From an optimization exercise on the open Yosys and OpenROAD flow, aimed at small area; shortcuts taken in it are not production practice. The RTL was checked by simulation tests, not by an equivalence proof against the original design. Power and IR drop assume default switching activity.

==> flow/design.v (excerpt) <==
module fpga_top (
    input wire WF_CLK, WF_BUTTON,
    input wire rst,  
    input bump0, bump1, bump2, bump3, bump4, bump5,
    input wire motorL_encdr, motorR_encdr,
    input wire ir_snsrch0, ir_snsrch1, ir_snsrch2, ir_snsrch3,
            ir_snsrch4, ir_snsrch5, ir_snsrch6, ir_snsrch7,
    output wire ir_drive0, ir_drive1, ir_drive2, ir_drive3,
            ir_drive4, ir_drive5, ir_drive6, ir_drive7,
    output wire ir_evenLED, ir_oddLED,
    output wire motorL_pwm, motorR_pwm,
    output wire motorL_en, motorR_en,
    output reg motorL_dir, motorR_dir,
    output reg WF_LED
    );
    localparam INIT          = 4'd0;
    localparam WAIT          = 4'd1;
    localparam SEARCH        = 4'd2;
    localparam LINE_FOLLOW_1 = 4'd3;
    localparam LINE_FOLLOW_2 = 4'd4;
    localparam TURN_RIGHT    = 4'd5;
    localparam TURN_AROUND_1 = 4'd6;
    localparam TURN_AROUND_2 = 4'd7;
    localparam STEP_LF1      = 4'd8;   
    localparam STEP_TA2      = 4'd9;   
    localparam END           = 4'd10;
    localparam [20:0] TICKS = 21'd2000000;
    reg [3:0] state, next_state;
    function [23:0] inc24(input [23:0] a);
        integer j; reg c;
        begin
            c = 1'b1;
            for (j = 0; j < 24; j = j + 1) begin
                inc24[j] = a[j] ^ c;
                c = c & a[j];
            end
        end
    endfunction
    function [23:0] dec24(input [23:0] a);
        integer j; reg b;
        begin
            b = 1'b1;
            for (j = 0; j < 24; j = j + 1) begin
                dec24[j] = a[j] ^ b;
                b = b & ~a[j];
            end
        end
    endfunction
    function gt16(input [15:0] a, input [15:0] b);
        integer j; reg g;
        begin
            g = 1'b0;
            for (j = 0; j < 16; j = j + 1)
                g = (a[j] & ~b[j]) | ((a[j] | ~b[j]) & g);
            gt16 = g;
        end
    endfunction
    function [17:0] add18(input [17:0] a, input [17:0] b, input ci);
        integer j; reg c;
        begin
            c = ci;
            for (j = 0; j < 18; j = j + 1) begin
                add18[j] = a[j] ^ b[j] ^ c;
                c = (a[j] & b[j]) | (a[j] & c) | (b[j] & c);
            end
        end
    endfunction
    wire press = ~(bump0 & bump1 & bump2 & bump3 & bump4 & bump5);
    reg rst_d;
  ...
make LEC_CHECK=0 CAP_MARGIN=20 CORE_MARGIN=2 CORE_UTILIZATION=60 CTS_BUF_LIST=sky130_fd_sc_hd__clkbuf_16 CTS_CLUSTER_DIAMETER=150 CTS_CLUSTER_SIZE=30 GPL_TIMING_DRIVEN=0 PLACE_DENSITY=0.7 SLEW_MARGIN=20 finish   # period 12.0 ns
run.sh (not shown) runs the stock make flow with config.mk's settings and CLKGATE_MAP_FILE= SYNTH_SCRIPT=/design/flow/synth_recipe.tcl, a recipe that flattens the netlist after the stock synthesis.
Edit:
Settings changed: CORE_UTILIZATION 60 to 50, CTS_BUF_LIST sky130_fd_sc_hd__clkbuf_16 to sky130_fd_sc_hd__clkbuf_8, CTS_CLUSTER_DIAMETER 150 to default, CTS_CLUSTER_SIZE 30 to default, PLACE_DENSITY 0.7 to 0.65.
Effect: Hold slack is better by 3.9 ps; worst setup slack is better by 16 ps; wire length came out higher slightly; core utilization came out lower by 8.9 points; maximum frequency barely changes; non-clock buffer count came out higher by 1; sequential power stays flat; total power came out higher by roughly a tenth; combinational power came out lower slightly.

job 5375:
fpga_top, a different RTL version from the one above (not shown whole).
Size in the first run: roughly 2700 cells after synthesis, ~0.024 sq mm of cells after synthesis.
==> flow/config.mk <==
export PLATFORM = sky130hd
export DESIGN_NAME = fpga_top
export DESIGN_NICKNAME = fpga_top
export VERILOG_FILES = /design/flow/design.v
export SDC_FILE = /design/flow/constraint.sdc
export NUM_CORES = 4
export LEC_CHECK = 0
export CAP_MARGIN = 5
export CORE_MARGIN = 2
export CORE_UTILIZATION = 65
export CTS_BUF_LIST = sky130_fd_sc_hd__clkbuf_16
export CTS_CLUSTER_DIAMETER = 120
export CTS_CLUSTER_SIZE = 24
export GPL_TIMING_DRIVEN = 0
export PLACE_DENSITY = 0.75
export SLEW_MARGIN = 5
==> flow/constraint.sdc <==
create_clock -name core_clock -period 12.0 [get_ports {WF_CLK}]
set_input_delay 2.4000 -clock core_clock [delete_from_list [all_inputs] [get_ports {WF_CLK}]]
set_output_delay 2.4000 -clock core_clock [all_outputs]
set_load 0.01 [all_outputs]
standard.sh (not shown) runs the stock make flow with config.mk's settings and CLKGATE_MAP_FILE= SYNTH_SCRIPT=/design/flow/synth_recipe.tcl, a recipe that flattens the netlist after the stock synthesis.
==> flow/flow/run.sh <==
#!/bin/bash
# Standard layout, except that the combinational logic of the standard
# synthesis is re-mapped by ABC for area (every register instance is kept
# with its name and cell type), ports get buf_1 buffers, and CTS inserts no
# dummy loads. Each tool's output goes to its own log file here.
set -euo pipefail
F=$(cd "$(dirname "${BASH_SOURCE[0]}")" && pwd)
R=orfs/results/$FLOW_PLATFORM/fpga_top/base
export BUFFER_PORTS_ARGS="-buffer_cell sky130_fd_sc_hd__buf_1"
export CTS_ARGS="-sink_clustering_enable -repair_clock_nets -sink_clustering_size 24 -sink_clustering_max_diameter 120 -buf_list sky130_fd_sc_hd__clkbuf_16 -dont_use_dummy_load"
bash standard.sh synth > synth.log 2>&1
cp "$R/1_2_yosys.v" "$R/1_2_yosys_standard.v"
LIB="$FLOW_HOME/platforms/sky130hd/lib/sky130_fd_sc_hd__tt_025C_1v80.lib" \
SRC_NETLIST="$R/1_2_yosys_standard.v" DST_NETLIST="$R/1_2_yosys.v" \
ABC_SCRIPT="$F/abc_area.script" ABC_D=9000 \
  yosys -c "$F/reabc.tcl" > reabc.log 2>&1
rm -f "$R/1_synth.odb" "$R/1_synth.sdc"
bash standard.sh > layout.log 2>&1
==> flow/flow/abc_area.script <==
strash
&get -n
&dch
&nf -R 1000
&put
topo
upsize -c
dnsize -c
&get -n
&dch
&nf -R 1000
&put
topo
upsize -c
dnsize -c
&get -n
&dch
&nf -R 1000
&put
topo
upsize -c
dnsize -c
Other scripts of this flow, unchanged in this note and not shown: flow/flow/reabc.tcl
Job 5375 finished all stages; the layout is clean.
> inputs changed (job 5375 -> job 6923)
# job 5375
export LEC_CHECK = 0
export CAP_MARGIN = 5
export CORE_MARGIN = 2
export CORE_UTILIZATION = 65
export CTS_BUF_LIST = sky130_fd_sc_hd__clkbuf_16
export CTS_CLUSTER_DIAMETER = 120
export CTS_CLUSTER_SIZE = 24
export GPL_TIMING_DRIVEN = 0
export PLACE_DENSITY = 0.75
export SLEW_MARGIN = 5
create_clock -name core_clock -period 12.0 [get_ports {WF_CLK}]
# job 6923
export LEC_CHECK = 0
export CAP_MARGIN = 20
export CORE_MARGIN = 2
export CORE_UTILIZATION = 65
export CTS_BUF_LIST = sky130_fd_sc_hd__clkbuf_16
export CTS_CLUSTER_DIAMETER = 120
export CTS_CLUSTER_SIZE = 24
export GPL_TIMING_DRIVEN = 0
export PLACE_DENSITY = 0.75
export SLEW_MARGIN = 20
create_clock -name core_clock -period 12.0 [get_ports {WF_CLK}]
==> flow/flow/abc_area.script <==
strash
&get -n
&dch
&nf -R 1000
&put
topo
stime -c
buffer -c
upsize -c
dnsize -c
Results
- Job 6923 | stages: all done | timing, DRC, antenna: all pass
- Diff job 5375 -> job 6923: core utilization saw a decrease, fraction of area in registers saw a decrease.
- Diff job 6923..job 5375 | number of routed nets with antenna violations | unchanged
- Highest ir drop seen on vdd: job 6923 vs job 5375 down 0.034 mV
- In job 6923 relative to job 5375, number of combinational gates with multiple inputs had gone up slightly.
- Where post-layout minimum cycle time is concerned, job 5375 is better than job 6923.
- Job 6923 vs. job 5375: clock share of power went down by 2.0 points.
- Row slack of the critical path: job 6923 lower / job 5375 higher
- Delta(detailed-route wire length on metal 1, job 6923 - job 5375) > 0
- Compared with job 5375, in job 6923 via count grew by 2.8%, share of the cycle needed by the critical path after routing grew by 0.75 points.
#### Input delta (job 5056 over job 6923)
# job 6923
export LEC_CHECK = 0
export CAP_MARGIN = 20
export CORE_MARGIN = 2
export CORE_UTILIZATION = 65
export CTS_BUF_LIST = sky130_fd_sc_hd__clkbuf_16
export CTS_CLUSTER_DIAMETER = 120
export CTS_CLUSTER_SIZE = 24
export GPL_TIMING_DRIVEN = 0
export PLACE_DENSITY = 0.75
export SLEW_MARGIN = 20
create_clock -name core_clock -period 12.0 [get_ports {WF_CLK}]
# job 5056
export LEC_CHECK = 0
export CAP_MARGIN = 5
export CORE_MARGIN = 2
export CORE_UTILIZATION = 65
export CTS_BUF_LIST = sky130_fd_sc_hd__clkbuf_16
export CTS_CLUSTER_DIAMETER = 130
export CTS_CLUSTER_SIZE = 28
export GPL_TIMING_DRIVEN = 0
export PLACE_DENSITY = 0.75
export SLEW_MARGIN = 5
create_clock -name core_clock -period 12.0 [get_ports {WF_CLK}]
--- a/flow/flow/run.sh
+++ b/flow/flow/run.sh
@@ -10 +10 @@
-export CTS_ARGS="-sink_clustering_enable -repair_clock_nets -sink_clustering_size 24 -sink_clustering_max_diameter 120 -buf_list sky130_fd_sc_hd__clkbuf_16 -dont_use_dummy_load"
+export CTS_ARGS="-sink_clustering_enable -repair_clock_nets -sink_clustering_size 28 -sink_clustering_max_diameter 130 -buf_list sky130_fd_sc_hd__clkbuf_16 -dont_use_dummy_load"
==> flow/flow/abc_area.script <==
strash
&get -n
&dch
&nf -R 1000
&put
topo
upsize -c
dnsize -c
&get -n
&dch
&nf -R 1000
&put
topo
upsize -c
dnsize -c
&get -n
&dch
&nf -R 1000
&put
topo
upsize -c
dnsize -c
&get -n
&dch
&nf -R 1000
&put
topo
upsize -c
dnsize -c
Findings:
- Job 6923 and job 5056 all finish clean.
- Of job 6923 and job 5056, the higher number of nets in the layout belongs to job 6923.
- Summary of job 5056 over job 6923: final critical path time including I/O delays and setup went down by 0.039 ns, global-route usage went down by 3.3 points, power consumption went down by 5.5%, final design instance area without fill went down by about 0.8%, count of cells along the worst register-to-register path went up by 16.
- Setup slack at placement: job 5056 < job 6923

-- re-timing with driven ports --
The flow's constraints put no driver on any port. The routed layouts listed below were extracted and timed again, unchanged, in two steps. Step 1 sets driving cells, clkbuf_16 on the clock port and buf_2 on the other inputs (assumed; they add their load-dependent delay and slew). Step 2 moves the port delays by t, midway between the first and last clock arrival at a register: inputs arrive t later, outputs are due t later. That takes back most of the time a late clock gives input paths. Slacks: ideal / step 1 / step 2; pairs: ideal / step 1.
run	t, ns	setup slack, ns	worst setup path after step 2	cell pins on the clock port's net
the first run of note 1	0.621	0.518 / 0.460 / 1.081	register to output	1
the second run of note 1	0.728	0.534 / 0.482 / 1.210	register to output	1
job 5375	0.618	0.654 / 0.597 / 0.845	register to register	1
job 6923	0.627	0.563 / 0.507 / 1.134	register to output	1
job 5056	0.592	0.602 / 0.602 / 0.602	register to register	1
After both steps every run listed still meets setup and hold.
